This design comes from an exercise in tuning for small area on the open sky130 flow, not from production work.
RTL that was checked went through simulation tests only; none was proved equivalent to the original.
The RTL of runs 1 and 6 was laid out without a check of its function.
Power figures rest on the tool's default switching activity, not on a simulated workload.

==> flow/design.v <==
module programmer (
	input 			sys_clk,
	input 			sys_nrst,
	input 			MISO,
	output			MOSI,
	output			SCK,
	output 			NSS,
	input [15:0] 	command,
	input 			out_fifo_empty,
	input [15:0]	out_fifo_rd_data,
	output			out_fifo_rd_en,
	output reg 		program_done,
	output reg 		verify_done,
	output reg 		program_error,
	output reg 		spi_violation_err,
	output reg 		spi_process_err
);
reg			tx;			 
reg			wt;			 
reg			nss_r;
reg			sck_r;
reg			mosi_r;
reg [7:0]	tm;			 
reg [3:0]	bit_cnt;	 
wire		done = bit_cnt[3] & !tx;	 
reg [7:0]	sh;			 
assign NSS  = nss_r;
assign SCK  = sck_r | nss_r;
assign MOSI = mosi_r;
reg			spi_enable;
reg			spi_wr_req;
reg [4:0]	wp, rp;
wire		fifo_empty = (wp == rp);
wire		fifo_full  = (wp[4] != rp[4]) && (wp[3:0] == rp[3:0]);
wire		fifo_rd_req;
wire		fifo_wr_req;
wire		fifo_rd_en = fifo_rd_req & !fifo_empty;
wire		fifo_wr_en = fifo_wr_req & !fifo_full;
reg			fifo_zero;	 
reg [15:0]	fifo_q;		 
reg [3:0]	cr;			 
reg [2:0]	fst;
reg [2:0]	hs;			 
reg [15:0]	fb;			 
reg [32:0]	rem;		 
reg			ones;		 
reg			rem_swp;	 
reg			rem_brw;	 
wire		rem_bin = !rem_swp | rem_brw;
wire [16:0]	rem_dif = {1'b0, rem[16:1]} - rem_bin;
reg [15:0]	crc;
reg [3:0]	crc_cnt;
reg [4:0]	ncomp;		 
reg [2:0]	kq;			 
reg [21:0]	r0, r1, r2, r3;
reg [1:0]	ph;
reg [1:0]	cidx;		 
reg			pend_dec;	 
reg			is_one;		 
localparam	F_IDLE = 3'd0, F_LOAD = 3'd1, F_CRC = 3'd2, F_READ = 3'd4, F_READW = 3'd5, F_WRITE = 3'd6, F_WRITEW = 3'd7;
wire		out_fifo_rd_req = (fst == F_READW);
assign		out_fifo_rd_en  = out_fifo_rd_req & !out_fifo_empty;
assign		fifo_wr_req     = (fst == F_WRITEW);
localparam	H_W1 = 3'd0, H_W2 = 3'd1, H_W3 = 3'd2, H_CLO = 3'd3, H_CHI = 3'd4, H_CRC = 3'd5, H_DATA = 3'd6;
wire		fifo_sync_rst = (fst == F_READ) && (hs == H_W1);
wire		start_program = (fst == F_CRC) && (hs == H_DATA) && (crc_cnt == 4'd0) && cr[2];
wire		crc_ok   = (crc == fb);
wire		rem_more = !rem[32] && ((|rem[31:3]) || (rem[2:0] == 3'd7));	 
reg [4:0]	ps;			 
reg [1:0]	pre;		 
reg [3:0]	cnt;		 
reg [1:0]	dc;			 
reg [15:0]	pb;			 
localparam	P_IDLE = 5'd0, P_ISCEN = 5'd1, P_ISCST = 5'd2, P_FINIT = 5'd3,
			P_CINIT = 5'd4, P_CSEL = 5'd5, P_CCHK = 5'd6, P_CSTART = 5'd7,
			P_CRDF = 5'd8, P_DRDF = 5'd9, P_CSEND = 5'd10, P_CSET = 5'd11,
			P_DINIT = 5'd12, P_DSCMD = 5'd13, P_DCHKW = 5'd14, P_DCHKR = 5'd15,
			P_DSTW = 5'd16, P_DSTR = 5'd17, P_DSDUM = 5'd18, P_DRDUM = 5'd19,
			P_DRDIG = 5'd20, P_ISCDIS = 5'd22, P_REL = 5'd23,
			P_CRDFW = 5'd24, P_DRDFW = 5'd25;
assign		fifo_rd_req = (ps == P_CRDFW) || (ps == P_DRDFW);
localparam	R_STEP = 2'd0, R_W1 = 2'd1, R_HWS = 2'd2, R_W2 = 2'd3;
wire		spi_free  = !tx & !spi_wr_req;
wire [1:0]	slot3   = 2'd3 - ph;			 
wire		hit_c   = (slot3 == cidx);
wire		hit_w   = (slot3 == kq[1:0] - 1'b1);	 
wire		ring_clr = (hs == H_W1) || (hs == H_W2);	 
wire		ring_wlo = (fst == F_CRC) && (hs == H_CHI) && hit_w;
wire		ring_whi = (fst == F_CRC) && (hs == H_CLO || hs == H_CRC) && (kq != 0) && hit_w;
wire		ring_dec = pend_dec && hit_c;
wire [21:0]	r3_dec  = r3 - 1'b1;
reg [21:0]	ring_in;
always @(*) begin
	ring_in = ring_dec ? r3_dec : r3;
	if (ring_wlo)
		ring_in[15:0] = fb;
	if (ring_whi)
		ring_in[21:16] = fb[5:0];
	if (ring_clr)
		ring_in = 22'b0;
end
reg [127:0]	sa, sb;
reg			wpend;		 
reg [3:0]	wslot;
wire		mem_we  = sys_nrst && !fifo_sync_rst && fifo_wr_en;
wire		we_now  = mem_we && (wp[0] ^ ph[0]);
reg [7:0]	ring_we;
integer		ri;
always @(*) begin
	for (ri = 0; ri < 8; ri = ri + 1)
		ring_we[ri] = (we_now && wp[3:1] == ri) || (wpend && wslot[3:1] == ri);
	fifo_q = 16'b0;
	for (ri = 0; ri < 8; ri = ri + 1)
		fifo_q = fifo_q | (sa[ri*16 +: 16] & {16{!fifo_zero && rp[3:1] == ri && !(rp[0] ^ ph[0])}})
		                | (sb[ri*16 +: 16] & {16{!fifo_zero && rp[3:1] == ri &&  (rp[0] ^ ph[0])}});
	if (wpend && rp[3:0] == wslot && !fifo_zero)
		fifo_q = fb;
end
wire		wait_end  = tm[7] & tm[6] & tm[3];	 
wire		tm_end    = tm[5] & tm[3] & tm[2] & tm[1] & tm[0];	 
wire [7:0]	pb_byte   = cnt[0] ? pb[15:8] : pb[7:0];
always @(posedge sys_clk) begin
	if (nss_r) begin
		sck_r <= 1'b1;
		tm <= 0;
		mosi_r <= 0;
		bit_cnt <= 0;
	end
	else begin
		if (bit_cnt[3] & !tx)
			bit_cnt <= 0;
		if (tm_end) begin
			tm <= 0;
			if (tx) begin
				sck_r <= !sck_r;
				if (sck_r)
					mosi_r <= sh[7];
				else begin
					sh <= {sh[6:0], MISO};
					bit_cnt <= bit_cnt + 1'b1;
				end
			end
		end
		else
			tm <= tm + 1'b1;
	end
	if (!sys_nrst) begin
		tx <= 0;
		wt <= 0;
		nss_r <= 1'b1;
		wp <= 0;
		rp <= 0;
		fst <= F_IDLE;
		rem_swp <= 0;
		spi_enable <= 0;
		spi_wr_req <= 0;
		cr <= 0;
		spi_violation_err <= 0;
		spi_process_err <= 0;
		program_error <= 0;
		verify_done <= 0;
		ps <= P_IDLE;
		pre <= R_STEP;
		program_done <= 0;
	end
	else begin
		if (tx) begin
			if (bit_cnt[3]) begin
				tx <= 0;
				wt <= spi_enable;
			end
		end
		else if (wt) begin
			if (spi_enable & spi_wr_req) begin
				wt <= 0;
				tx <= 1'b1;
			end
			else if (!spi_enable)
				wt <= 0;
		end
		else begin
			if (spi_enable) begin
				nss_r <= 0;
				if (spi_wr_req)
					tx <= 1'b1;
				else
					wt <= 1'b1;
			end
			else
				nss_r <= 1'b1;
		end
		if (fifo_sync_rst) begin
			wp <= 0;
			rp <= 0;
		end
		else begin
			if (fifo_wr_en)
				wp <= wp + 1'b1;
			if (fifo_rd_en)
				rp <= rp + 1'b1;
		end
		spi_wr_req <= 0;
		if (rem_swp || (fst == F_LOAD && hs[2:1] != 2'b00)) begin
			rem[32:17] <= rem_dif[15:0];
			rem[16:1] <= rem[32:17];
			rem_brw <= rem_dif[16];
			rem_swp <= !rem_swp;
		end
		case (fst)
			F_IDLE: begin
				if (cr[3:1] != 0) begin
					hs <= H_W1;
					kq <= 0;
					fifo_zero <= (cr[1:0] != 2'b10);
					crc <= 16'hffff;
					crc_cnt <= 0;
					verify_done <= 0;
					fst <= F_READ;
				end
				else
					cr <= command[3:0];
			end
			F_READ, F_READW: begin
				if (out_fifo_rd_en) begin
					fb <= out_fifo_rd_data;
					fst <= F_LOAD;
				end
				else
					fst <= F_READW;
			end
			F_LOAD: begin
				fst <= F_CRC;
				case (hs)
					H_W1: begin
						rem[15:0] <= fb;
						ones <= &fb;
						hs <= H_W2;
					end
					H_W2: begin
						rem[32:16] <= {1'b0, fb};
						ones <= ones & (&fb);
						hs <= H_W3;
					end
					H_W3: begin
						ncomp <= fb[4:0];
						hs <= (fb[4:0] == 0) ? H_CRC : H_CLO;
					end
					H_CLO: begin
						if (ncomp > 5'd4) begin
							cr <= 0;
							fst <= F_IDLE;
						end
						else begin
							kq <= kq + 1'b1;
							hs <= H_CHI;
						end
					end
					H_CHI: begin
						hs <= (kq == ncomp[2:0]) ? H_CRC : H_CLO;
					end
					H_CRC: begin
						if (!crc_ok) begin
							cr <= 0;
							fst <= F_IDLE;
						end
						else begin
							hs <= H_DATA;
						end
					end
					default: begin
						if (rem_more) begin
							if (cr[3] | cr[2])
								fst <= F_WRITE;
						end
						else begin
							if (cr[1] & crc_ok & !ones)
								verify_done <= 1'b1;
							cr <= 0;
							fst <= F_IDLE;
						end
					end
				endcase
			end
			F_CRC: begin
				crc_cnt <= crc_cnt + 1'b1;
				if (crc_cnt == 4'd15)
					fst <= F_READ;
				crc <= {1'b0, crc[15:1]} ^ ((crc[0] ^ fb[crc_cnt]) ? 16'h8408 : 16'h0000);
			end
			F_WRITE, F_WRITEW: begin
				if (fifo_wr_en)
					fst <= F_READ;
				else
					fst <= F_WRITEW;
			end
			default: ;
		endcase
		case (pre)
			R_W1, R_W2: begin
				if (wait_end) begin
					tm <= 0;
					pre <= (pre == R_W1) ? R_HWS : R_STEP;
				end
				else
					tm <= tm + 1'b1;
			end
			R_HWS: begin
				if (!spi_enable) begin
					if (!tx) begin
						spi_enable <= 1'b1;
						spi_wr_req <= 1'b1;
						sh <= 8'h00;
					end
				end
				else if (done) begin
					spi_enable <= 0;
					if (sh[2] | sh[3]) begin
						spi_violation_err <= sh[2];
						spi_process_err <= sh[3];
						program_error <= 1'b1;
						ps <= P_IDLE;
						pre <= R_STEP;
					end
					else begin
						tm <= 0;
						pre <= (sh[1] & !sh[0]) ? R_W2 : R_W1;
					end
				end
			end
			default: begin
				case (ps)
					P_IDLE: begin
						if (start_program) begin
							program_done <= 0;
							program_error <= 0;
							ps <= P_ISCEN;
							pre <= R_HWS;
						end
						else
							spi_enable <= 0;
					end
					P_ISCEN: begin
						if (!spi_enable) begin
							if (!tx) begin
								spi_enable <= 1'b1;
								spi_wr_req <= 1'b1;
								sh <= 8'h0B;
								cnt <= 0;
							end
						end
						else if (done) begin
							if (!cnt[2]) begin
								cnt <= cnt + 1'b1;
								spi_wr_req <= 1'b1;
								sh <= {2'b00, cnt[1] & cnt[0], 1'b0, cnt[1] & cnt[0], 2'b00, cnt[1] ~^ cnt[0]};	 
							end
							else begin
								spi_enable <= 0;
								tm <= 0;
								ps <= P_ISCST;
								pre <= R_W1;
							end
						end
					end
					P_ISCST: begin
						if (!spi_enable) begin
							if (!tx) begin
								spi_enable <= 1'b1;
								spi_wr_req <= 1'b1;
								sh <= 8'h01;
							end
						end
						else if (done) begin
							spi_enable <= 0;
							if (sh[0]) begin
								program_error <= 1'b1;
								ps <= P_IDLE;
							end
							else begin
								tm <= 0;
								ps <= P_FINIT;
								pre <= R_W1;
							end
						end
					end
					P_FINIT: begin
						if (!spi_enable) begin
							if (!tx) begin
								spi_enable <= 1'b1;
								spi_wr_req <= 1'b1;
								sh <= 8'hAE;
								cnt <= 0;
							end
						end
						else if (done) begin
							if (!cnt[0]) begin
								cnt <= cnt + 1'b1;
								spi_wr_req <= 1'b1;
								sh <= {6'b0, cr[3:2]};
							end
							else begin
								spi_enable <= 0;
								ps <= P_CINIT;
							end
						end
					end
					P_CINIT: begin
						cidx <= 0;
						ps <= P_CCHK;
					end
					P_CSEL: begin
						cidx <= cidx + 1'b1;
						ncomp <= ncomp - 1'b1;
						if (ncomp == 5'd1) begin
							tm <= 0;
							ps <= P_ISCDIS;
							pre <= R_W1;
						end
						else
							ps <= P_CCHK;
					end
					P_CCHK: begin
						tm <= 0;
						ps <= P_CSTART;
						pre <= R_W1;
					end
					P_CSTART: begin
						spi_enable <= 1'b1;
						spi_wr_req <= 1'b1;
						sh <= 8'hEE;
						cnt <= 0;
						ps <= P_CRDF;
					end
					P_CRDF, P_DRDF, P_CRDFW, P_DRDFW: begin
						if (fifo_rd_en) begin
							pb <= fifo_q;
							ps <= ps[0] ? P_DRDIG : P_CSEND;
						end
						else
							ps <= {2'b11, ps[2:0]};
					end
					P_CSEND: begin
						if (spi_free) begin
							spi_wr_req <= 1'b1;
							cnt <= cnt + 1'b1;
							sh <= pb_byte;
							if (cnt[0])
								ps <= (cnt == 4'd15) ? P_CSET : P_CRDF;
						end
					end
					P_CSET: begin
						if (spi_free) begin
							spi_enable <= 0;
							pend_dec <= 1'b1;
							if (is_one) begin
								dc <= 0;
								ps <= P_DINIT;
							end
							else
								ps <= P_CCHK;
						end
					end
					P_DINIT: begin
						cnt <= 0;
						dc <= dc + 1'b1;
						ps <= (dc == 2'd3) ? P_CSEL : P_DCHKW;
					end
					P_DCHKW, P_DCHKR: begin
						tm <= 0;
						ps <= (ps == P_DCHKW) ? P_DSTW : P_DSTR;
						pre <= R_W1;
					end
					P_DSTW, P_DSTR: begin
						spi_enable <= 1'b1;
						spi_wr_req <= 1'b1;
						sh <= (ps == P_DSTW) ? 8'hF2 : 8'h01;
						cnt <= 0;
						ps <= (ps == P_DSTW) ? P_DSCMD : P_DRDUM;
					end
					P_DSCMD: begin
						if (spi_free) begin
							spi_wr_req <= 1'b1;
							sh <= {6'b0, dc};
							ps <= P_DSDUM;
						end
					end
					P_DSDUM: begin
						if (spi_free) begin
							cnt <= cnt + 1'b1;
							if (cnt == 4'd15) begin
								spi_enable <= 0;
								ps <= P_DCHKR;
							end
							else begin
								spi_wr_req <= 1'b1;
								sh <= 8'h00;
							end
						end
					end
					P_DRDUM: begin
						if (spi_free) begin
							spi_wr_req <= 1'b1;
							sh <= 8'h00;
							cnt <= cnt + 1'b1;
							if (dc[1] ? (cnt[2:0] == 3'd0) : (cnt[2:0] == 3'd4)) begin
								cnt <= 0;
								ps <= P_DRDF;
							end
						end
					end
					P_DRDIG: begin
						if (spi_free) begin
							cnt <= cnt + 1'b1;
							if (sh != pb_byte) begin
								spi_enable <= 0;
								program_error <= 1'b1;
								ps <= P_IDLE;
							end
							else if (cnt[0] &&
								((dc == 2'd1 && cnt == 4'd11) ||
								 (dc == 2'd2 && cnt == 4'd15) ||
								 (dc == 2'd3 && cnt == 4'd3))) begin
								spi_enable <= 0;
								ps <= P_DINIT;
							end
							else begin
								spi_wr_req <= 1'b1;
								sh <= 8'h00;
								if (cnt[0])
									ps <= P_DRDF;
							end
						end
					end
					P_ISCDIS, P_REL: begin
						if (!spi_enable) begin
							if (spi_free) begin
								spi_enable <= 1'b1;
								spi_wr_req <= 1'b1;
								sh <= (ps == P_ISCDIS) ? 8'h0C : 8'h23;
							end
						end
						else if (done) begin
							spi_enable <= 0;
							if (ps == P_ISCDIS) begin
								tm <= 0;
								ps <= P_REL;
								pre <= R_W1;
							end
							else begin
								program_done <= 1'b1;
								ps <= P_IDLE;
							end
						end
					end
					default: ;
				endcase
			end
		endcase
	end
	r1 <= r0;
	r2 <= r1;
	r3 <= r2;
	r0 <= ring_in;
	if (hit_c)
		is_one <= (ring_in == 22'd1);
	if (!sys_nrst)
		ph <= 0;
	else
		ph <= ph + 1'b1;
	if (!sys_nrst || ring_dec)
		pend_dec <= 0;
	sb <= sa;
	for (ri = 0; ri < 8; ri = ri + 1)
		sa[ri*16 +: 16] <= ring_we[ri] ? fb : sb[ri*16 +: 16];
	wpend <= sys_nrst && mem_we && !(wp[0] ^ ph[0]);
	wslot <= wp[3:0];
end
endmodule
==> flow/flow/run.sh <==
#!/bin/bash
# The standard layout (standard.sh, unchanged synthesis) with two changes:
#  - the input and output port buffers are the smallest buffer (buf_1);
#  - clock tree synthesis adds no dummy loads.
# Each tool's full output goes to the ORFS logs under orfs/logs; make's own
# output goes to standard.log here.
export BUFFER_PORTS_ARGS="-buffer_cell sky130_fd_sc_hd__buf_1"
export CTS_ARGS="-sink_clustering_enable -repair_clock_nets -sink_clustering_size 25 -sink_clustering_max_diameter 150 -buf_list sky130_fd_sc_hd__clkbuf_16 -dont_use_dummy_load"
bash standard.sh > standard.log 2>&1
==> flow/standard.sh <==
#!/bin/bash
# synth_recipe.tcl (not shown) runs the flow's synth.tcl, then flattens the netlist and writes it again
# the make line also repeats each setting of config.mk as NAME=value (left out here)
make -C /OpenROAD-flow-scripts/flow DESIGN_CONFIG=/design/flow/config.mk WORK_HOME=/design/flow/orfs CLKGATE_MAP_FILE= SYNTH_SCRIPT=/design/flow/synth_recipe.tcl "${@:-finish}"
==> flow/config.mk <==
export PLATFORM = sky130hd
export DESIGN_NAME = programmer
export DESIGN_NICKNAME = programmer
export VERILOG_FILES = /design/flow/design.v
export SDC_FILE = /design/flow/constraint.sdc
export NUM_CORES = 4
export LEC_CHECK = 0
export CAP_MARGIN = 20
export CORE_MARGIN = 2
export CORE_UTILIZATION = 70
export CTS_BUF_LIST = sky130_fd_sc_hd__clkbuf_16
export CTS_CLUSTER_DIAMETER = 150
export CTS_CLUSTER_SIZE = 25
export PLACE_DENSITY = 0.8
export SLEW_MARGIN = 20
==> flow/constraint.sdc <==
create_clock -name core_clock -period 8.0 [get_ports {sys_clk}]
set_input_delay 1.6000 -clock core_clock [delete_from_list [all_inputs] [get_ports {sys_clk}]]
set_output_delay 1.6000 -clock core_clock [all_outputs]
set_load 0.01 [all_outputs]
==> results of run 1 <==
[per-stage QoR]
step / hold slack, ns / cell area (um^2) / total power, mW / std cells / worst slack [ns]
global placement: 0.310 / 22200 / 4.07 / 2390 / 3.43
detailed placement: 0.312 / 22200 / 4.10 / 2390 / 3.36
CTS: 0.327 / 22800 / 5.36 / 2414 / 3.90
global route: 0.333 / 22900 / 5.60 / 2415 / 3.77
floorplan: 0.310 / 21800 / 3.81 / 2049 / 3.72
finish: 0.321 / 22900 / 5.38 / 2415 / 3.82
[critical path: cells and delay by family]
kind                   cells  cell delay (ns)
AND/OR/NAND/NOR            1             0.21
multiplexers               1             0.42
AO/OA/AOI/OAI              2             1.41
buffers and inverters      5             0.90
[path summary, 6_finish.rpt]
kind                 start  endpoint  slack [ns]
setup reg to reg    fst[1]    is_one        4.60
hold / removal       r1[2]     r2[2]        0.32
setup / recovery  sys_nrst    sa[85]        3.82
hold reg to reg      r1[2]     r2[2]        0.32
[registers in the layout, indices dropped and copies added, names as in the netlist, 5 cells and up]
signal	cells
sh	8
pb	16
r2	22
fb	16
rem	33
rp	5
sa	128
sb	128
ncomp	5
r3	22
r1	22
r0	22
tm	8
wp	5
crc	16
ps	5
[per-layer routing]
metal | vias to the layer above | track usage (%)
li1 | 7479 | -
met1 | 7892 | 48.1
met2 | 868 | 54.7
met3 | 157 | 4.30
met4 | 0 | 13.6
met5 | - | 0
[area by class of cell]
cell class	instances	area [um^2]
Clock buffer	24	601
Fill cell	2167	7810
Inverter	37	139
Multi-Input combinational cell	1362	9720
Sequential cell	517	11400
Tap cell	396	495
Timing Repair Buffer	79	474
[synth_stat cells, types with 9 or more instances]
library cell | count | area share [%]
dfxtp_1 | 409 | 38
nor2_1 | 161 | 2.8
mux2_2 | 133 | 6.9
nand2_1 | 133 | 2.3
edfxtp_1 | 108 | 15
clkbuf_1 | 83 | 1.4
o21ai_0 | 82 | 1.9
a21oi_1 | 81 | 1.9
nand3_1 | 58 | 1.3
xnor2_1 | 55 | 2.2
a22o_1 | 54 | 2.2
a221oi_1 | 53 | 2.1
xor2_1 | 42 | 1.7
mux2i_1 | 41 | 1.9
nand4_1 | 38 | 1.1
inv_1 | 37 | 0.64
nor3_1 | 37 | 0.85
buf_2 | 35 | 0.80
nand2b_1 | 30 | 0.86
a22oi_1 | 26 | 0.90
nor4_1 | 23 | 0.66
a31oi_1 | 21 | 0.60
ha_1 | 21 | 1.2
a211oi_1 | 20 | 0.69
nor2b_1 | 14 | 0.40
o22ai_1 | 11 | 0.32
and3_1 | 10 | 0.29
or2_2 | 10 | 0.29
or3_1 | 9 | 0.26
[kinds of logic (layout without fill, tap and decap cells)]
logic type | Yosys count | count (layout) | share of synthesized area [%]
compound gates | 456 | 456 | 14.9
xor+xnor | 99 | 99 | 4.05
fa+ha+maj | 21 | 21 | 1.21
buf+inv | 170 | 140 | 3.35
flops | 517 | 517 | 52.4
mux | 184 | 184 | 9.54
simple gates | 602 | 602 | 14.5
[report_power, final]
group | total, mW | switching, mW | internal (mW)
logic | 1.04 | 0.644 | 0.395
clock network | 1.31 | 0.768 | 0.537
registers | 3.04 | 0.186 | 2.85
==> impl_metrics.toml, run 1 <==
[setup_path]
startpoint_type = "primary input"
slowest_stage = "o22a_1"
end_kind = "flip-flop"
ff2ff_path_depth = 8
max_stage_delay_ns = 0.99
cp.required_ns = 8.43
crit_fanout = 25
critPathArrivalTime_ns = 4.61
worstPathCellList = "clkbuf_2, buf_4, inv_1, buf_4, a41o_1, inv_1, nand4_1, o22a_1, mux2_2"
critPathKind = "in -> reg"

[clock_tree]
post_cts_buffers = 0
cts_tree = "yes"
insertion_delay_ns = 0.59
clockRootBuffer = "clkbuf_16"
htree_levels = 1
cts_buffers = 24
clockBufferDepth = 3
postCtsHoldBufs = 0
cts_sinks = 517
cts.repair.resized = 0
clk_pin_slew_ns = 0.11

[run]
cap_violations = 0

[power_and_ir_drop]
p_leak_nw = 8.29
power_density_nw_per_um2 = 235
max-vdd-ir-drop_v = 0.000220

[floorplanning]
floorplan.initialDensity_pct = 71.1
row_count = 64
die_y_um = 180
dieArea_um2 = 32600
die_width_um = 180
design.core.area_um2 = 30700
io_pins = 45

[placed_design]
place_hpwl_um = 36900
port_buffers = 32
place_congestion = 0.973

[timing]
clock.fmax_ghz = 0.239
max_slew.worst_pin.slew_ns = 1.20
slew_violations = 0
min_period_ns = 4.18
skew_ns = 0.0733
setup_viol = 0
rsz0062_at_grt = "false"
fin_tns_setup_ns = 0
fin_crit_sh_pct = 52.3
max-slew-margin-rel_pct = 20.2
hold_viol = 0

[logic_synthesis]
synth_cells = 2049
synthArstFlopShare_pct = 0
seq_area_frac_synth_pct = 52.4
netlist_area_um2 = 21800
syn_nets = 2106
synth-edff-count = 108
ys_ff_latch = 517
yosysUniqueCellTypes = 103
syn_area_per_cell_um2 = 10.6
ys_warn_count = 1
ys.flop_type = "dfxtp_1"

[detailed_routing]
vias = 16400
wl_met1_um = 23600
ant_nets = 0
post_drt_wl_per_cell_um = 23.6
met3RoutedLength_um = 4960
drt_iter0_drc = 1958
viasPerCell = 6.79
firstDrtPassIters = 6
routed-wl-met2_um = 26100
drt-total-wl_um = 57000
drcViolationCount = 0
highest_layer = "met4"

[layout]
final_cell_mix = "409 x dfxtp_1, 159 x nor2_1, 133 x nand2_1, 133 x mux2_2, 108 x edfxtp_1"
final_util_pct = 74.5
final_net_count = 2078
final_common_cell = "dfxtp_1"
area_growth_pct = 4.84
num_antenna_cells = 0
layout-drive-gt1-share_pct = 13.1

[global_route]
grt_use_total_pct = 34.4
grt_pass1_wl_um = 89400
overflow = 0
grt_pass1_vias = 15900
antenna_found_initial = 0
grt_max_degree = 45

[worst_hold_path]
hold-path-cell-count = 0
min_path_type = "reg -> reg"

[status]
status = "timing/DRC/antenna clean"
==> run 2: changes to the inputs <==
--- a/flow/design.v
+++ b/flow/design.v
@@ -45,8 +45,4 @@
 reg [32:0]	rem;		 
 reg			ones;		 
-reg			rem_swp;	 
-reg			rem_brw;	 
-wire		rem_bin = !rem_swp | rem_brw;
-wire [16:0]	rem_dif = {1'b0, rem[16:1]} - rem_bin;
 reg [15:0]	crc;
 reg [3:0]	crc_cnt;
@@ -152,5 +148,4 @@
 		rp <= 0;
 		fst <= F_IDLE;
-		rem_swp <= 0;
 		spi_enable <= 0;
 		spi_wr_req <= 0;
@@ -201,10 +196,4 @@
 		end
 		spi_wr_req <= 0;
-		if (rem_swp || (fst == F_LOAD && hs[2:1] != 2'b00)) begin
-			rem[32:17] <= rem_dif[15:0];
-			rem[16:1] <= rem[32:17];
-			rem_brw <= rem_dif[16];
-			rem_swp <= !rem_swp;
-		end
 		case (fst)
 			F_IDLE: begin
@@ -231,4 +220,6 @@
 			F_LOAD: begin
 				fst <= F_CRC;
+				if (hs[2:1] != 2'b00)
+					rem[32:1] <= rem[32:1] - 1'b1;
 				case (hs)
 					H_W1: begin
==> run 2 against run 1 <==
Against the previous run: still clean on timing, DRC and antenna; flip-flop and latch count down 2; final cell count down 1.1%; synthesized cell count down 0.88%; register-to-register slack worse by 0.83 ns; non-clock buffer count down 10; largest cell class unchanged.
==> impl_metrics.toml, run 2 <==
[clock_tree]
clockBufferDepth = 3
clk_pin_slew_ns = 0.09
cts_tree = "yes"
cts_buffers = 24
cts.repair.resized = 0
htree_levels = 1
insertion_delay_ns = 0.59
postCtsHoldBufs = 0
cts_sinks = 515
post_cts_buffers = 0
clockRootBuffer = "clkbuf_16"

[logic_synthesis]
ys_warn_count = 1
netlist_area_um2 = 21500
ys_ff_latch = 515
synth_cells = 2031
syn_area_per_cell_um2 = 10.6
synth-edff-count = 107
synth_top_area_share_pct = 38.1
seq_area_frac_synth_pct = 53.1
synth.largest_area_cell = "dfxtp_1"
synth_common_cells = "408 x dfxtp_1, 157 x nor2_1, 144 x mux2_2"
synth_area_leaders = "dfxtp_1 38%, edfxtp_1 15%, mux2_2 7.6%"
synthArstFlopShare_pct = 0
ys.flop_type = "dfxtp_1"
syn_nets = 2087
yosysMostFrequentCell = "dfxtp_1"
yosysUniqueCellTypes = 86

[detailed_routing]
vias = 16300
drt_iter0_drc = 2087
viasPerCell = 6.81
drcViolationCount = 0
met3RoutedLength_um = 5010
highest_layer = "met4"
wl_met1_um = 23500
firstDrtPassIters = 6
routed-wl-met2_um = 25800
post_drt_wl_per_cell_um = 23.7
drt-total-wl_um = 56500
ant_nets = 0

[setup_path]
critPathKind = "reg -> reg"
end_kind = "flip-flop"
startpoint = "hs[1]"
r2r_slack_ns = 3.77
crit_fanout = 32
ff2ff_path_depth = 7
reg2reg_from = "hs[1]"
startpoint_type = "flip-flop"
reg2reg_to = "sa[56]"
endpoint = "sa[56]"
critPathArrivalTime_ns = 4.71
cp.required_ns = 8.48

[timing]
rsz0062_at_grt = "false"
fin_tns_setup_ns = 0
slew_violations = 0
setup_slack_ns = 3.77
fin_crit_sh_pct = 52.9
clock.fmax_ghz = 0.236
hold_viol = 0
max_slew.worst_pin.slew_ns = 1.18
skew_ns = 0.0701
max-slew-margin-rel_pct = 21.2
setup_viol = 0
min_period_ns = 4.23

[floorplanning]
dieArea_um2 = 32100
design.core.area_um2 = 30300
floorplan.initialDensity_pct = 70.7
row_count = 64
io_pins = 45
die_y_um = 179
die_width_um = 179

[layout]
area_growth_pct = 4.87
final_cell_mix = "408 x dfxtp_1, 151 x nor2_1, 144 x mux2_2"
final_net_count = 2050
final_common_cell = "dfxtp_1"
layout-drive-gt1-share_pct = 12.3
nFillCells = 2163
num_antenna_cells = 0
largestRegisters = "sa x128, sb x128, rem x33"

[global_route]
grt_pass1_vias = 15500
antenna_found_initial = 0
grt_pass1_wl_um = 86200
overflow = 0
grt_max_degree = 40
grt_use_total_pct = 34.9

[power_and_ir_drop]
max-vdd-ir-drop_v = 0.000205
p_leak_nw = 8.09
power_density_nw_per_um2 = 226

[placed_design]
place_congestion = 0.977
place_hpwl_um = 36400
port_buffers = 32
dp_slack_ns = 3.37

[status]
status = "timing/DRC/antenna clean"

[worst_hold_path]
min_path_type = "reg -> reg"

[run]
cap_violations = 0
[run 2: cell types whose count changed in the layout (fill, tap and decap cells not counted), moves of 10 or more]
cell      previous run  this run
nor3_1              30        43
nand3_1             58        33
xnor2_1             55        73
o21ai_0             82        70
mux2i_1             41        22
buf_4               47        37
a21oi_1             81        92
mux2_2             133       144
or3_1                9        19
o211ai_1             6        16
[run 2: kinds of logic (layout without fill, tap and decap cells)]
| family | count (synthesis) | count (layout) | synth area share (%) |
|---|---|---|---|
| and+or+nand+nor | 585 | 585 | 13.9 |
| DFF | 515 | 515 | 53.1 |
| AOI/OAI and AO/OA | 451 | 451 | 14.9 |
| buffers and inverters | 177 | 138 | 3.28 |
| muxes | 171 | 171 | 9.11 |
| xor gates and xnor gates | 112 | 112 | 4.57 |
| adders and majority gates | 20 | 20 | 1.17 |
[run 2: worst min-delay path by stage]
stage | depth (start not counted) | startpoint | to | slack (ns)
floorplan | 0 | r0[0] | r1[0] | 0.31
global placement | 0 | r0[5] | r1[5] | 0.31
detailed placement | 0 | r2[10] | r3[10] | 0.31
CTS | 0 | sa[72] | sb[72] | 0.32
global route | 0 | sa[96] | sb[96] | 0.33
finish | 0 | sa[72] | sb[72] | 0.32
[run 2: final cells by class]
class	instances	area, um^2	area share, %
well taps	396	495	2.20
clock buffers	24	601	2.67
multi-input cells	1339	9450	42.0
flip-flops and latches	515	11400	50.6
inverters	45	169	0.751
repair buffers	69	398	1.77
[run 2: per-layer routing]
layer  vias up  track usage [%]
li1       7380                -
met1      7853             48.0
met2       860             55.2
met3       162             5.53
met4         0             14.5
met5         -                0
[run 2: power breakdown]
part	switching [mW]	leakage, nW	internal [mW]	total, mW
Clock	0.769	0.296	0.537	1.31
Combinational	0.542	3.60	0.299	0.842
Sequential	0.145	4.19	2.78	2.93
Total	1.46	8.09	3.62	5.07
[run 2: per-stage QoR]
stage / area, um^2 / util (%) / instances / power, mW / hold WS [ns]
floorplan: 21500 / - / 2031 / 3.56 / 0.310
global placement: 21900 / 72.1 / 2364 / 3.77 / 0.310
detailed placement: 21900 / 72.1 / 2364 / 3.80 / 0.312
CTS: 22500 / 74.1 / 2388 / 5.06 / 0.321
global route: 22500 / 74.1 / 2388 / 5.25 / 0.334
finish: 22500 / 74.1 / 2388 / 5.07 / 0.320
[run 2: critical path, stage by stage, from the launching register on]
cell	delay, ns
edfxtp_1	0.52
nor2_1	0.41
nand2_2	0.48
o41ai_2	1.01
inv_1	0.12
nand4b_1	0.23
o32a_1	0.96
mux2_2	0.43
==> run 3: changes to the inputs <==
--- a/flow/design.v
+++ b/flow/design.v
@@ -98,22 +98,24 @@
 reg [127:0]	sa, sb;
 reg			wpend;		 
-reg [3:0]	wslot;
+reg			rd_late;	 
+wire [3:0]	wp_prev = wp[3:0] - 1'b1;
+wire [3:0]	rp_prev = rp[3:0] - 1'b1;
 wire		mem_we  = sys_nrst && !fifo_sync_rst && fifo_wr_en;
 wire		we_now  = mem_we && (wp[0] ^ ph[0]);
+wire		rd_now  = !(rp[0] ^ ph[0]);		 
+wire [2:0]	rd_ring = rd_late ? rp_prev[3:1] : rp[3:1];
 reg [7:0]	ring_we;
 integer		ri;
 always @(*) begin
 	for (ri = 0; ri < 8; ri = ri + 1)
-		ring_we[ri] = (we_now && wp[3:1] == ri) || (wpend && wslot[3:1] == ri);
+		ring_we[ri] = (we_now && wp[3:1] == ri) || (wpend && wp_prev[3:1] == ri);
 	fifo_q = 16'b0;
 	for (ri = 0; ri < 8; ri = ri + 1)
-		fifo_q = fifo_q | (sa[ri*16 +: 16] & {16{!fifo_zero && rp[3:1] == ri && !(rp[0] ^ ph[0])}})
-		                | (sb[ri*16 +: 16] & {16{!fifo_zero && rp[3:1] == ri &&  (rp[0] ^ ph[0])}});
-	if (wpend && rp[3:0] == wslot && !fifo_zero)
-		fifo_q = fb;
+		fifo_q = fifo_q | (sa[ri*16 +: 16] & {16{!fifo_zero && rd_ring == ri}});
 end
+wire [15:0]	pb_eff = rd_late ? fifo_q : pb;
 wire		wait_end  = tm[7] & tm[6] & tm[3];	 
 wire		tm_end    = tm[5] & tm[3] & tm[2] & tm[1] & tm[0];	 
-wire [7:0]	pb_byte   = cnt[0] ? pb[15:8] : pb[7:0];
+wire [7:0]	pb_byte   = cnt[0] ? pb_eff[15:8] : pb_eff[7:0];
 always @(posedge sys_clk) begin
 	if (nss_r) begin
@@ -425,5 +427,6 @@
 					P_CRDF, P_DRDF, P_CRDFW, P_DRDFW: begin
 						if (fifo_rd_en) begin
-							pb <= fifo_q;
+							if (rd_now)
+								pb <= fifo_q;
 							ps <= ps[0] ? P_DRDIG : P_CSEND;
 						end
@@ -565,5 +568,7 @@
 		sa[ri*16 +: 16] <= ring_we[ri] ? fb : sb[ri*16 +: 16];
 	wpend <= sys_nrst && mem_we && !(wp[0] ^ ph[0]);
-	wslot <= wp[3:0];
+	rd_late <= sys_nrst && fifo_rd_en && !rd_now;
+	if (rd_late)
+		pb <= fifo_q;
 end
 endmodule
==> run 3 against run 2 <==
Against the previous run: non-clock buffer count decreased by 6; synthesized cell count increased by 2.8%; critical endpoint is now spi_enable; critical path type unchanged; routed wire length fell by 3.1%; still clean.
==> impl_metrics.toml, run 3 <==
[status]
status = "timing/DRC/antenna clean"

[setup_path]
reg2reg_from = "rp[1]"
r2r_slack_ns = 2.64
worstPathCellList = "buf_4, inv_1, ha_1, and2_1, nor2_4, mux4_2, a22o_1, or4_1, a211oi_2, nand4bb_1, nor2b_1, a21oi_1, mux2i_1"
reg2reg_to = "spi_enable"
path_buf_inv = 2
crit_fanout = 16
max_stage_delay_ns = 0.63
cp.required_ns = 8.44
critPathArrivalTime_ns = 5.80
cp_top_family = "simple AND/OR/NAND/NOR gates"
ff2ff_path_depth = 13
end_kind = "flip-flop"
critPathKind = "reg -> reg"
startpoint_type = "flip-flop"
slowest_stage = "ha_1"

[clock_tree]
cts.repair.resized = 0
post_cts_buffers = 0
cts_buffers = 24
postCtsHoldBufs = 0
insertion_delay_ns = 0.59
clockBufferDepth = 3
clockRootBuffer = "clkbuf_16"
cts_sinks = 512
clk_pin_slew_ns = 0.10
cts_tree = "yes"
htree_levels = 1

[floorplanning]
row_count = 64
die_width_um = 180
design.core.area_um2 = 30500
die_y_um = 180
floorplan.initialDensity_pct = 71.1
io_pins = 45
dieArea_um2 = 32400

[timing]
slew_violations = 0
min_period_ns = 5.36
clock.fmax_ghz = 0.186
fin_crit_sh_pct = 67.1
fin_tns_setup_ns = 0
skew_ns = 0.0628
rsz0062_at_grt = "false"
hold_viol = 0
max_slew.worst_pin.slew_ns = 1.10
max-slew-margin-rel_pct = 26.5
setup_viol = 0

[layout]
fin_area_um2 = 22700
final_common_cell = "dfxtp_1"
layout-drive-gt1-share_pct = 12.1
final_net_count = 2109
area_growth_pct = 4.55
final_cell_mix = "405 x dfxtp_1, 188 x nor2_1, 168 x nand2_1"
num_antenna_cells = 0
largestRegisters = "sa x128, sb x128, rem x33"

[detailed_routing]
post_drt_wl_per_cell_um = 22.4
ant_nets = 0
vias = 16100
firstDrtPassIters = 5
viasPerCell = 6.57
drt-total-wl_um = 54700
drcViolationCount = 0
drt_iter0_drc = 1694

[run]
cap_violations = 0

[logic_synthesis]
synth-edff-count = 107
syn_area_per_cell_um2 = 10.4
seq_area_frac_synth_pct = 52.2
yosysUniqueCellTypes = 77
synth-xor-area-share_pct = 4.52
syn_nets = 2146
synth_top_area_share_pct = 37.4
synthAdderAreaFrac_pct = 1.27
synth.largest_area_cell = "dfxtp_1"
netlist_area_um2 = 21700
synthArstFlopShare_pct = 0
synth-simple-area-share_pct = 14.5
ys_ff_latch = 512
yosysMostFrequentCell = "dfxtp_1"
synth_common_cells = "405 x dfxtp_1, 190 x nor2_1, 168 x nand2_1"
synth_cells = 2088
synth_top_family_by_area = "simple AND/OR/NAND/NOR gates"
synth_compound_area_share_pct = 12.2
synthMuxAreaShare_pct = 12.2
ys_warn_count = 1
ys.flop_type = "dfxtp_1"
synth_area_leaders = "dfxtp_1 37%, edfxtp_1 15%, mux2_2 7.1%"

[power_and_ir_drop]
p_leak_nw = 8.13
max-vdd-ir-drop_v = 0.000237
power_density_nw_per_um2 = 205

[global_route]
grt_pass1_wl_um = 86400
antenna_found_initial = 0
grt_max_degree = 46
grt_pass1_vias = 15600
grt_use_total_pct = 33.3
overflow = 0

[worst_hold_path]
hold_end = "sb[97]"
hp-start = "sa[97]"
min_path_type = "reg -> reg"
hold-path-cell-count = 0

[placed_design]
place_hpwl_um = 36700
place_congestion = 0.985
port_buffers = 32
place_area_um2 = 22100
-- run 3: logic make-up (layout without fill, tap and decap cells) --
family          count (synthesis)  count (layout)
simple gates                  647             647
flops                         512             512
compound gates                408             408
mux                           222             222
buf+inv                       166             127
xor+xnor                      111             111
fa+ha+maj                      22              22
-- run 3: per-stage QoR --
| step | instances | hold slack [ns] | setup WS, ns | power [mW] | util, % |
|---|---|---|---|---|---|
| 4_1_cts | 2445 | 0.320 | 2.63 | 4.64 | 74.3 |
| 3_5_place_dp | 2421 | 0.312 | 2.71 | 3.39 | 72.3 |
| 5_1_grt | 2445 | 0.333 | 2.33 | 4.79 | 74.3 |
| 6_report | 2445 | 0.320 | 2.64 | 4.65 | 74.3 |
| 3_3_place_gp | 2420 | 0.310 | 2.71 | 3.36 | 72.3 |
| 2_1_floorplan | 2088 | 0.310 | 3.53 | 3.23 | - |
-- run 3: worst register-to-register path, cell delays in order, from the launching register on --
cell	delay, ns
dfxtp_1	0.32
buf_4	0.29
inv_1	0.08
ha_1	0.63
and2_1	0.47
nor2_4	0.60
mux4_2	0.64
a22o_1	0.30
or4_1	0.54
a211oi_2	0.28
nand4bb_1	0.23
nor2b_1	0.52
a21oi_1	0.18
mux2i_1	0.14
-- run 3: layout make-up --
type,instances,area (um^2)
Inverter,40,150
Clock buffer,24,601
Tap cell,396,495
Multi-Input combinational cell,1410,9750
Timing Repair Buffer,63,358
Fill cell,2182,7840
Sequential cell,512,11300
-- run 3: how the worst max path moves through the flow --
stage / start / endpoint / slack, ns / cells past startpoint
after global placement: rp[1] / spi_enable / 2.71 / 13
after floorplan: sys_nrst / crc[0] / 3.53 / 2
after detailed placement: rp[1] / spi_enable / 2.71 / 13
after CTS: rp[1] / ps[0] / 2.63 / 13
after global routing: rp[1] / spi_enable / 2.33 / 13
final: rp[1] / spi_enable / 2.64 / 13
-- run 3: where the power goes --
| part | leakage (nW) | internal, mW | switching (mW) |
|---|---|---|---|
| Clock | 0.296 | 0.536 | 0.766 |
| Combinational | 3.63 | 0.182 | 0.295 |
| Sequential | 4.20 | 2.74 | 0.126 |
-- run 3: layer usage --
metal | track usage, % | wire length [um] | vias to the layer above
li1 | - | - | 7404
met3 | 4.23 | 4590 | 147
met5 | 0 | 0 | -
met2 | 52.2 | 24500 | 768
met4 | 13.8 | 2440 | 0
met1 | 47.0 | 23200 | 7752
==> run 4: changes to the inputs <==
--- a/flow/config.mk
+++ b/flow/config.mk
@@ -6,10 +6,11 @@
 export NUM_CORES = 4
 export LEC_CHECK = 0
+export ABC_AREA = 1
 export CAP_MARGIN = 20
 export CORE_MARGIN = 2
-export CORE_UTILIZATION = 70
+export CORE_UTILIZATION = 60
 export CTS_BUF_LIST = sky130_fd_sc_hd__clkbuf_16
 export CTS_CLUSTER_DIAMETER = 150
 export CTS_CLUSTER_SIZE = 25
-export PLACE_DENSITY = 0.8
+export PLACE_DENSITY = 0.7
 export SLEW_MARGIN = 20
==> run 4 against run 3 <==
Against the previous run: still clean on timing, DRC and antenna; global-route usage is 3.9 points lower; critical path type unchanged; largest cell class unchanged; flip-flop and latch count did not move; power increased by 17%; highest routed layer unchanged; clock skew rose by 0.0087 ns; combinational power increased by 150%; routed wire length decreased by 3.0%.
==> impl_metrics.toml, run 4 <==
[floorplanning]
row_count = 68
dieArea_um2 = 36400
die_y_um = 191
die_width_um = 191
floorplan.initialDensity_pct = 60.8
io_pins = 45
design.core.area_um2 = 34500

[global_route]
overflow = 0
grt_use_total_pct = 29.3
grt_max_degree = 30
grt_pass1_vias = 15400
grt_pass1_wl_um = 83900
antenna_found_initial = 0

[logic_synthesis]
syn_area_per_cell_um2 = 8.39
synth-edff-count = 107
synth_area_leaders = "dfxtp_1 39%, edfxtp_1 15%, nand2_1 8.9%"
synth.largest_area_cell = "dfxtp_1"
synth_top_area_share_pct = 38.7
seq_area_frac_synth_pct = 54.1
netlist_area_um2 = 20900
yosysMostFrequentCell = "nand2_1"
synth_cells = 2496
ys_ff_latch = 512
ys.flop_type = "dfxtp_1"
synthArstFlopShare_pct = 0
synth_common_cells = "497 x nand2_1, 405 x dfxtp_1, 370 x nor2_1"
yosysUniqueCellTypes = 57
ys_warn_count = 1
syn_nets = 2554

[setup_path]
critPathKind = "reg -> reg"
end_kind = "flip-flop"
ff2ff_path_depth = 25
critPathArrivalTime_ns = 4.82
startpoint_type = "flip-flop"
crit_fanout = 25
cp.required_ns = 8.41

[detailed_routing]
drt_iter0_drc = 1356
post_drt_wl_per_cell_um = 18.0
ant_nets = 0
firstDrtPassIters = 5
drt-total-wl_um = 53100
viasPerCell = 5.65
drcViolationCount = 0
vias = 16600

[clock_tree]
cts_buffers = 24
cts_sinks = 512
htree_levels = 1
clk_pin_slew_ns = 0.10
cts_tree = "yes"
post_cts_buffers = 0
clockRootBuffer = "clkbuf_16"
insertion_delay_ns = 0.59
cts.repair.resized = 0
clockBufferDepth = 3
postCtsHoldBufs = 0

[run]
cap_violations = 0

[layout]
area_growth_pct = 5.07
final_common_cell = "nand2_1"
layout-drive-gt1-share_pct = 4.98
num_antenna_cells = 0
final_cell_mix = "496 x nand2_1, 405 x dfxtp_1, 370 x nor2_1"
largestRegisters = "sa x128, sb x128, rem x33"
final_net_count = 2548
fin_area_um2 = 22000
nFillCells = 3024

[timing]
min_period_ns = 4.40
clock.fmax_ghz = 0.227
hold_viol = 0
fin_tns_setup_ns = 0
setup_viol = 0
max-slew-margin-rel_pct = 35.9
rsz0062_at_grt = "false"
skew_ns = 0.0715
max_slew.worst_pin.slew_ns = 0.959
slew_violations = 0
fin_crit_sh_pct = 55.0

[power_and_ir_drop]
max-vdd-ir-drop_v = 0.000200
p_leak_nw = 9.27
power_density_nw_per_um2 = 248

[placed_design]
port_buffers = 32
place_area_um2 = 21400
place_hpwl_um = 37800
place_congestion = 0.968

[status]
status = "timing/DRC/antenna clean"

[worst_hold_path]
min_path_type = "reg -> reg"
hold-path-cell-count = 0
-- run 4: cell count changes in the layout (fill, tap and decap cells not counted), moves of 18 or more --
cell and delta:
mux2i_1 -65, inv_1 +177, mux4_2 -19, nand2b_1 -28, nand2_1 +328, mux2_2 -112
nor2_1 +182, nor3_1 +20, xnor2_1 -36, a21oi_1 +108, nand4_1 +28, o21ai_0 +18
-- run 4: final timing paths --
| check | startpoint | to | slack [ns] |
|---|---|---|---|
| hold / removal | r1[17] | r2[17] | 0.33 |
| setup reg to reg | rd_late | ps[2] | 3.60 |
| hold reg to reg | r1[17] | r2[17] | 0.33 |
| setup / recovery | rd_late | ps[2] | 3.60 |
-- run 4: cell type report --
cell class,instances,area [um^2],share of cell area (%)
Clock buffer,24,601,2.73
Tap cell,455,569,2.59
Timing Repair Buffer,48,240,1.09
Multi-Input combinational cell,1668,8390,38.1
Inverter,236,886,4.03
Sequential cell,512,11300,51.4
-- run 4: per-layer routing --
metal	global-route usage (%)	share of wire (%)	vias to the layer above
li1	-	-	8207
met1	40.8	44	7784
met2	47.2	46	542
met3	4.07	6.9	100
met4	9.69	3.5	0
met5	0	0	-
-- run 4: where the power goes --
group / leakage (nW) / total [mW] / internal [mW] / switching (mW)
combinational: 4.69 / 1.18 / 0.359 / 0.826
sequential: 4.28 / 2.98 / 2.82 / 0.155
clock: 0.296 / 1.30 / 0.536 / 0.762
total: 9.27 / 5.46 / 3.72 / 1.74
-- run 4: critical path, stage by stage, from the launching register on --
cell and delay [ns]:
dfxtp_1 0.79, inv_2 0.34, nor2_4 0.17, nand3_2 0.13
nand2_4 0.28, nand2_4 0.11, nor2_2 0.48, nand2_1 0.10
nand2_1 0.09, nor2_1 0.09, nand2_1 0.17, nand2_1 0.07
nand2_1 0.10, nand3_1 0.08, nand2_1 0.09, nand2_1 0.07
nor2_2 0.22, nand3_2 0.16, nand2_1 0.10, nand2_1 0.06
nand2_1 0.10, nand2_2 0.11, nand2_1 0.13, nand2_1 0.06
nand2_1 0.07, nor2_1 0.05
-- run 4: cells by family after synthesis --
| group | share of synthesized area [%] |
|---|---|
| buffers and inverters | 5.99 |
| adders and majority gates | 1.31 |
| xor gates and xnor gates | 3.01 |
| muxes | 1.29 |
| DFF | 54.1 |
| AOI/OAI and AO/OA | 11.3 |
| and+or+nand+nor | 23.0 |
-- run 4: per-stage QoR --
step / std cells / utilization [%] / hold slack (ns) / setup slack [ns] / power (mW)
floorplan: 2496 / - / 0.310 / 4.19 / 3.84
finish: 2943 / 63.9 / 0.333 / 3.60 / 5.46
global route: 2943 / 63.9 / 0.340 / 3.26 / 5.75
detailed placement: 2919 / 62.1 / 0.312 / 3.03 / 4.19
CTS: 2943 / 63.9 / 0.334 / 3.65 / 5.47
global placement: 2919 / 62.1 / 0.310 / 3.18 / 4.17
==> run 5: changes to the inputs <==
--- a/flow/config.mk
+++ b/flow/config.mk
@@ -9,8 +9,8 @@
 export CAP_MARGIN = 20
 export CORE_MARGIN = 2
-export CORE_UTILIZATION = 60
+export CORE_UTILIZATION = 70
 export CTS_BUF_LIST = sky130_fd_sc_hd__clkbuf_16
 export CTS_CLUSTER_DIAMETER = 150
 export CTS_CLUSTER_SIZE = 25
-export PLACE_DENSITY = 0.7
+export PLACE_DENSITY = 0.8
 export SLEW_MARGIN = 20
==> run 5 against run 4 <==
Against the previous run: synthesized area unchanged; sequential power about the same; clock power about the same; critical path depth down 16; largest power group unchanged.
==> impl_metrics.toml, run 5 <==
[floorplanning]
die_width_um = 177
dieArea_um2 = 31300
die_y_um = 177
io_pins = 45
floorplan.initialDensity_pct = 70.9
row_count = 63
design.core.area_um2 = 29600

[setup_path]
critPathArrivalTime_ns = 4.86
startpoint_type = "primary input"
end_kind = "flip-flop"
crit_fanout = 29
max_stage_delay_ns = 0.67
cp_top_family = "compound AO/OA/AOI/OAI gates"
slowest_stage = "o21ai_4"
cp.required_ns = 8.45
cpMostUsedCell = "inv_1"
critPathKind = "in -> reg"
path_buf_inv = 4
worstPathCellList = "buf_1, buf_4, inv_1, a21oi_1, inv_1, nor3_1, nand3_1, o21ai_4, mux2_2"

[logic_synthesis]
synth_top_area_share_pct = 38.7
ys_warn_count = 1
synth_area_leaders = "dfxtp_1 39%, edfxtp_1 15%, nand2_1 8.9%"
synth_cells = 2496
seq_area_frac_synth_pct = 54.1
yosysUniqueCellTypes = 57
syn_nets = 2554
synth.largest_area_cell = "dfxtp_1"
synthArstFlopShare_pct = 0
yosysMostFrequentCell = "nand2_1"
ys_ff_latch = 512
synth-edff-count = 107
synth_common_cells = "497 x nand2_1, 405 x dfxtp_1, 370 x nor2_1"
netlist_area_um2 = 20900
syn_area_per_cell_um2 = 8.39
ys.flop_type = "dfxtp_1"

[clock_tree]
htree_levels = 1
clockBufferDepth = 3
insertion_delay_ns = 0.59
cts_tree = "yes"
cts_sinks = 512
cts.repair.resized = 0
post_cts_buffers = 0
clockRootBuffer = "clkbuf_16"
cts_buffers = 24
postCtsHoldBufs = 0
clk_pin_slew_ns = 0.09

[placed_design]
place_congestion = 0.957
port_buffers = 32
place_hpwl_um = 37900
post-place-cells = 2852

[layout]
num_antenna_cells = 0
largestRegisters = "sa x128, sb x128, rem x33"
final_common_cell = "nand2_1"
layout-drive-gt1-share_pct = 4.95
final_cell_mix = "497 x nand2_1, 405 x dfxtp_1, 370 x nor2_1"
area_growth_pct = 4.77
final_cells = 2877
final_net_count = 2547

[global_route]
overflow = 0
antenna_found_initial = 0
grt_max_degree = 30
grt_pass1_wl_um = 85200
grt_pass1_vias = 16300
grt_use_total_pct = 34.2

[timing]
finalHoldWorstSlack_ns = 0.298
max-slew-margin-rel_pct = 27.7
hold_viol = 0
skew_ns = 0.0657
fin_crit_sh_pct = 55.2
rsz0062_at_grt = "false"
max_slew.worst_pin.slew_ns = 1.08
slew_violations = 0
setup_viol = 0
fin_tns_setup_ns = 0
min_period_ns = 4.41
clock.fmax_ghz = 0.227

[detailed_routing]
firstDrtPassIters = 6
post_drt_wl_per_cell_um = 18.6
ant_nets = 0
viasPerCell = 5.97
drcViolationCount = 0
vias = 17200
drt-total-wl_um = 53400
drt_iter0_drc = 1900

[status]
status = "timing/DRC/antenna clean"

[worst_hold_path]
min_path_type = "reg -> reg"

[run]
cap_violations = 0

[power_and_ir_drop]
fin_total_pwr_mw = 5.45
p_leak_nw = 9.28
power_density_nw_per_um2 = 249
max-vdd-ir-drop_v = 0.000232
## run 5: changes by cell type in the layout (fill, tap and decap cells not counted), sizes merged
cell,before,now
buf,48,47
## run 5: layout make-up
cell class                      count  area [um^2]
Sequential cell                   512        11300
Tap cell                          390          488
Inverter                          236          886
Multi-Input combinational cell   1668         8400
Clock buffer                       24          601
Fill cell                        2186         7620
Timing Repair Buffer               47          253
## run 5: worst paths after layout
| check | end | depth (start not counted) | from | slack [ns] |
|---|---|---|---|---|
| hold / removal | sb[78] | 0 | sa[78] | 0.30 |
| hold reg to reg | sb[78] | 0 | sa[78] | 0.30 |
| setup / recovery | sa[38] | 9 | sys_nrst | 3.59 |
| setup reg to reg | ps[2] | 27 | rd_late | 3.59 |
## run 5: worst reg2reg max path: cells and delay by family (launching register included)
family / cells / cell delay, ns
and+or+nand+nor: 25 / 3.12
DFF: 1 / 0.78
buffers and inverters: 2 / 0.38
## run 5: routing by layer
layer / vias to the layer above / share of wire [%] / track usage, %
met5: - / 0 / 0
met4: 0 / 4.4 / 13.4
met3: 168 / 7.8 / 4.88
met2: 762 / 46 / 56.0
met1: 8037 / 42 / 46.1
li1: 8199 / - / -
## run 5: metrics by stage
step	utilization, %	setup WS (ns)	instance area [um^2]
floorplan	-	4.19	20900
global placement	72.0	3.06	21300
detailed placement	72.1	2.86	21300
CTS	74.1	3.41	21900
global route	74.2	3.14	21900
finish	74.2	3.59	21900
## run 5: power breakdown
group,internal (mW),switching (mW)
clock network,0.537,0.759
registers,2.82,0.155
logic,0.359,0.821
## run 5: kinds of logic after synthesis
kind of cell / count (synthesis) / share of synthesized area [%]
compound gates: 420 / 11.3
xor+xnor: 72 / 3.01
simple gates: 1130 / 23.0
fa+ha+maj: 22 / 1.31
buf+inv: 316 / 5.99
mux: 24 / 1.29
flops: 512 / 54.1
==> run 6: changes to the inputs <==
--- a/flow/design.v
+++ b/flow/design.v
@@ -300,5 +300,5 @@
 			R_HWS: begin
 				if (!spi_enable) begin
-					if (!tx) begin
+					begin	 
 						spi_enable <= 1'b1;
 						spi_wr_req <= 1'b1;
@@ -330,10 +330,8 @@
 							pre <= R_HWS;
 						end
-						else
-							spi_enable <= 0;
 					end
 					P_ISCEN: begin
 						if (!spi_enable) begin
-							if (!tx) begin
+							begin	 
 								spi_enable <= 1'b1;
 								spi_wr_req <= 1'b1;
@@ -358,5 +356,5 @@
 					P_ISCST: begin
 						if (!spi_enable) begin
-							if (!tx) begin
+							begin	 
 								spi_enable <= 1'b1;
 								spi_wr_req <= 1'b1;
@@ -379,5 +377,5 @@
 					P_FINIT: begin
 						if (!spi_enable) begin
-							if (!tx) begin
+							begin	 
 								spi_enable <= 1'b1;
 								spi_wr_req <= 1'b1;
@@ -528,5 +526,5 @@
 					P_ISCDIS, P_REL: begin
 						if (!spi_enable) begin
-							if (spi_free) begin
+							begin	 
 								spi_enable <= 1'b1;
 								spi_wr_req <= 1'b1;
--- a/flow/config.mk
+++ b/flow/config.mk
@@ -6,5 +6,4 @@
 export NUM_CORES = 4
 export LEC_CHECK = 0
-export ABC_AREA = 1
 export CAP_MARGIN = 20
 export CORE_MARGIN = 2
==> run 6 against run 5 <==
Against the previous run: hold slack improved by 0.020 ns; largest cell class unchanged; clock skew decreased by 0.030 ns; non-clock buffer count increased by 17; critical path depth increased by 4; routed wire length decreased by 1.6%; power decreased by 8.3%; still clean on timing, DRC and antenna; via count decreased by 11%; sequential power decreased by 2%; synthesized area increased by 0.22%; die area increased by 0.21%.
==> impl_metrics.toml, run 6 <==
[status]
status = "timing/DRC/antenna clean"

[logic_synthesis]
ys.flop_type = "dfxtp_1"
ys_warn_count = 1
synth-edff-count = 107
yosysMostFrequentCell = "dfxtp_1"
netlist_area_um2 = 21000
synth.largest_area_cell = "dfxtp_1"
synth_common_cells = "405 x dfxtp_1, 188 x nor2_1, 132 x mux2_2"
synth_top_area_share_pct = 38.6
ys_ff_latch = 512
syn_nets = 2039
synth_top_family_by_area = "simple AND/OR/NAND/NOR gates"
synth-xor-area-share_pct = 4.26
synth_area_leaders = "dfxtp_1 39%, edfxtp_1 15%, mux2_2 7.1%"
synthArstFlopShare_pct = 0
seq_area_frac_synth_pct = 53.9
synthMuxAreaShare_pct = 11.2
syn_area_per_cell_um2 = 10.6
synth_compound_area_share_pct = 12.6
synthAdderAreaFrac_pct = 1.31
yosysUniqueCellTypes = 76
synth_cells = 1981
synth-simple-area-share_pct = 13.6

[global_route]
antenna_found_initial = 0
grt_use_met2_pct = 53.6
groute.layer.met1.usage_pct = 45.2
busiest_layer = "met2"
grt_pass1_wl_um = 81700
grt_max_degree = 42
grt_use_total_pct = 33.3
overflow = 0
use_met3_pct = 4.98
grt_pass1_vias = 14700

[placed_design]
place_congestion = 0.975
place_hpwl_um = 35200
post-place-cells = 2306
port_buffers = 32

[floorplanning]
design.core.area_um2 = 29600
row_count = 63
floorplan.initialDensity_pct = 71.0
dieArea_um2 = 31400
die_width_um = 177
io_pins = 45
die_y_um = 177

[power_and_ir_drop]
p_leak_nw = 7.95
max-vdd-ir-drop_v = 0.000250
power_density_nw_per_um2 = 228

[detailed_routing]
viasPerCell = 6.58
drt_iter0_drc = 1655
vias = 15300
firstDrtPassIters = 6
drcViolationCount = 0
ant_nets = 0
drt-total-wl_um = 52600
post_drt_wl_per_cell_um = 22.6

[setup_path]
startpoint_type = "flip-flop"
reg2reg_to = "ps[0]"
critPathArrivalTime_ns = 5.74
critPathKind = "reg -> reg"
cp_top_family = "simple AND/OR/NAND/NOR gates"
r2r_slack_ns = 2.72
cp.required_ns = 8.46
crit_fanout = 15
max_stage_delay_ns = 0.59
cpMostUsedCell = "a21oi_1"
slowest_stage = "dfxtp_1"
ff2ff_path_depth = 13
startpoint = "rp[1]"
end_kind = "flip-flop"
reg2reg_from = "rp[1]"
worstPathCellList = "inv_1, ha_1, and2_1, nor2_4, buf_4, mux4_2, a22oi_1, a21oi_1, or4_1, or4_4, nor2_1, a21oi_1, o32ai_1"
path_buf_inv = 2

[timing]
fin_tns_setup_ns = 0
setup_viol = 0
max_slew.worst_pin.slew_ns = 1.08
skew_ns = 0.0358
rsz0062_at_grt = "false"
hold_viol = 0
clock.fmax_ghz = 0.189
min_period_ns = 5.28
max-slew-margin-rel_pct = 28.3
slew_violations = 0
fin_crit_sh_pct = 66.0

[clock_tree]
postCtsHoldBufs = 0
clk_pin_slew_ns = 0.10
clockBufferDepth = 3
post_cts_buffers = 0
clockRootBuffer = "clkbuf_16"
cts_sinks = 512
insertion_delay_ns = 0.56
cts_buffers = 24
cts_tree = "yes"
cts.repair.resized = 0
htree_levels = 1

[layout]
final_cell_mix = "405 x dfxtp_1, 186 x nor2_1, 132 x mux2_2"
final_cells = 2330
largestRegisters = "sa x128, sb x128, rem x33"
layout-drive-gt1-share_pct = 12.4
final_common_cell = "dfxtp_1"
nFillCells = 1993
area_growth_pct = 4.62
num_antenna_cells = 0
final_net_count = 2000

[worst_hold_path]
hold_end = "sb[55]"
min_path_type = "reg -> reg"
hp-start = "sa[55]"
hold-path-cell-count = 0

[run]
cap_violations = 0
## run 6: cell types whose count changed in the layout (fill, tap and decap cells not counted), sizes merged, moves of 25 or more
| cell | delta |
|---|---|
| nand4 | -28 |
| mux2i | +25 |
| nand2b | +32 |
| inv | -186 |
| nand2 | -378 |
| nor2 | -197 |
| o21ai | -35 |
| mux2 | +108 |
| a21oi | -98 |
| mux4 | +27 |
## run 6: kinds of logic after synthesis
kind of cell | Yosys count
simple gates | 588
fa+ha+maj | 22
xor+xnor | 102
mux | 184
compound gates | 405
flops | 512
buf+inv | 168
## run 6: metrics by stage
stage	hold slack, ns	power [mW]	utilization (%)	setup slack, ns	area, um^2
5_1_grt	0.315	5.20	74.3	2.48	22000
4_1_cts	0.321	5.00	74.3	2.80	22000
2_1_floorplan	0.310	3.51	-	3.61	21000
6_report	0.318	5.00	74.3	2.72	22000
3_3_place_gp	0.309	3.72	72.2	2.87	21400
3_5_place_dp	0.312	3.75	72.2	2.84	21400
## run 6: layout make-up
class,instances,area (um^2),share of cell area (%)
clock buffer,24,601,2.73
inverter,39,146,0.667
multi-input combinational,1301,9040,41.2
sequential,512,11300,51.6
tap,390,488,2.22
timing repair buffer,64,360,1.64
## run 6: worst max-delay path by stage
stage | endpoint | cells past startpoint
floorplan | ps[1] | 16
global placement | ps[0] | 13
detailed placement | ps[0] | 13
CTS | ps[0] | 13
global route | ps[0] | 13
finish | ps[0] | 13
## run 6: layer usage
layer | wire length, um | vias to the layer above
met5 | 0 | -
met4 | 2300 | 0
met3 | 4480 | 159
met2 | 24300 | 739
met1 | 21400 | 7358
li1 | - | 7067
## run 6: power by group
| part | switching, mW | internal, mW | total (mW) |
|---|---|---|---|
| clock network | 0.745 | 0.537 | 1.28 |
| logic | 0.525 | 0.287 | 0.813 |
| registers | 0.142 | 2.76 | 2.91 |
| total | 1.41 | 3.59 | 5.00 |

## what the ideal ports hide
In the flow no input, the clock included, has a driving cell. The finished layouts below were timed again as built, in two steps.
Step 1 assumes that a clkbuf_16 drives the clock port and a buf_2 every other input.
Step 2 also shifts input and output timing later by t, the mid clock arrival at the registers, as if the neighbouring blocks saw the same clock.
Three values: ideal ports, drivers, drivers and shift; two values: the first two.
| run | shift t [ns] | setup slack, ns | latest minus earliest clock arrival (ns) | pins driven straight from the clock port |
|---|---|---|---|---|
| run 1 | 0.608 | 3.819 / 3.840 / 3.232 | 0.076 / 0.076 | 1 |
| run 2 | 0.607 | 3.770 / 3.770 / 3.770 | 0.076 / 0.076 | 1 |
| run 3 | 0.619 | 2.636 / 2.636 / 2.636 | 0.069 / 0.069 | 1 |
| run 4 | 0.614 | 3.596 / 3.596 / 3.179 | 0.072 / 0.072 | 1 |
| run 5 | 0.603 | 3.585 / 3.586 / 3.003 | 0.068 / 0.068 | 1 |
| run 6 | 0.596 | 2.721 / 2.721 / 2.721 | 0.036 / 0.036 | 1 |
After both steps every run listed still meets setup and hold. The setup slack of run 1, which loses most, moves by +0.021 ns with the drivers and by -0.587 ns with both steps.
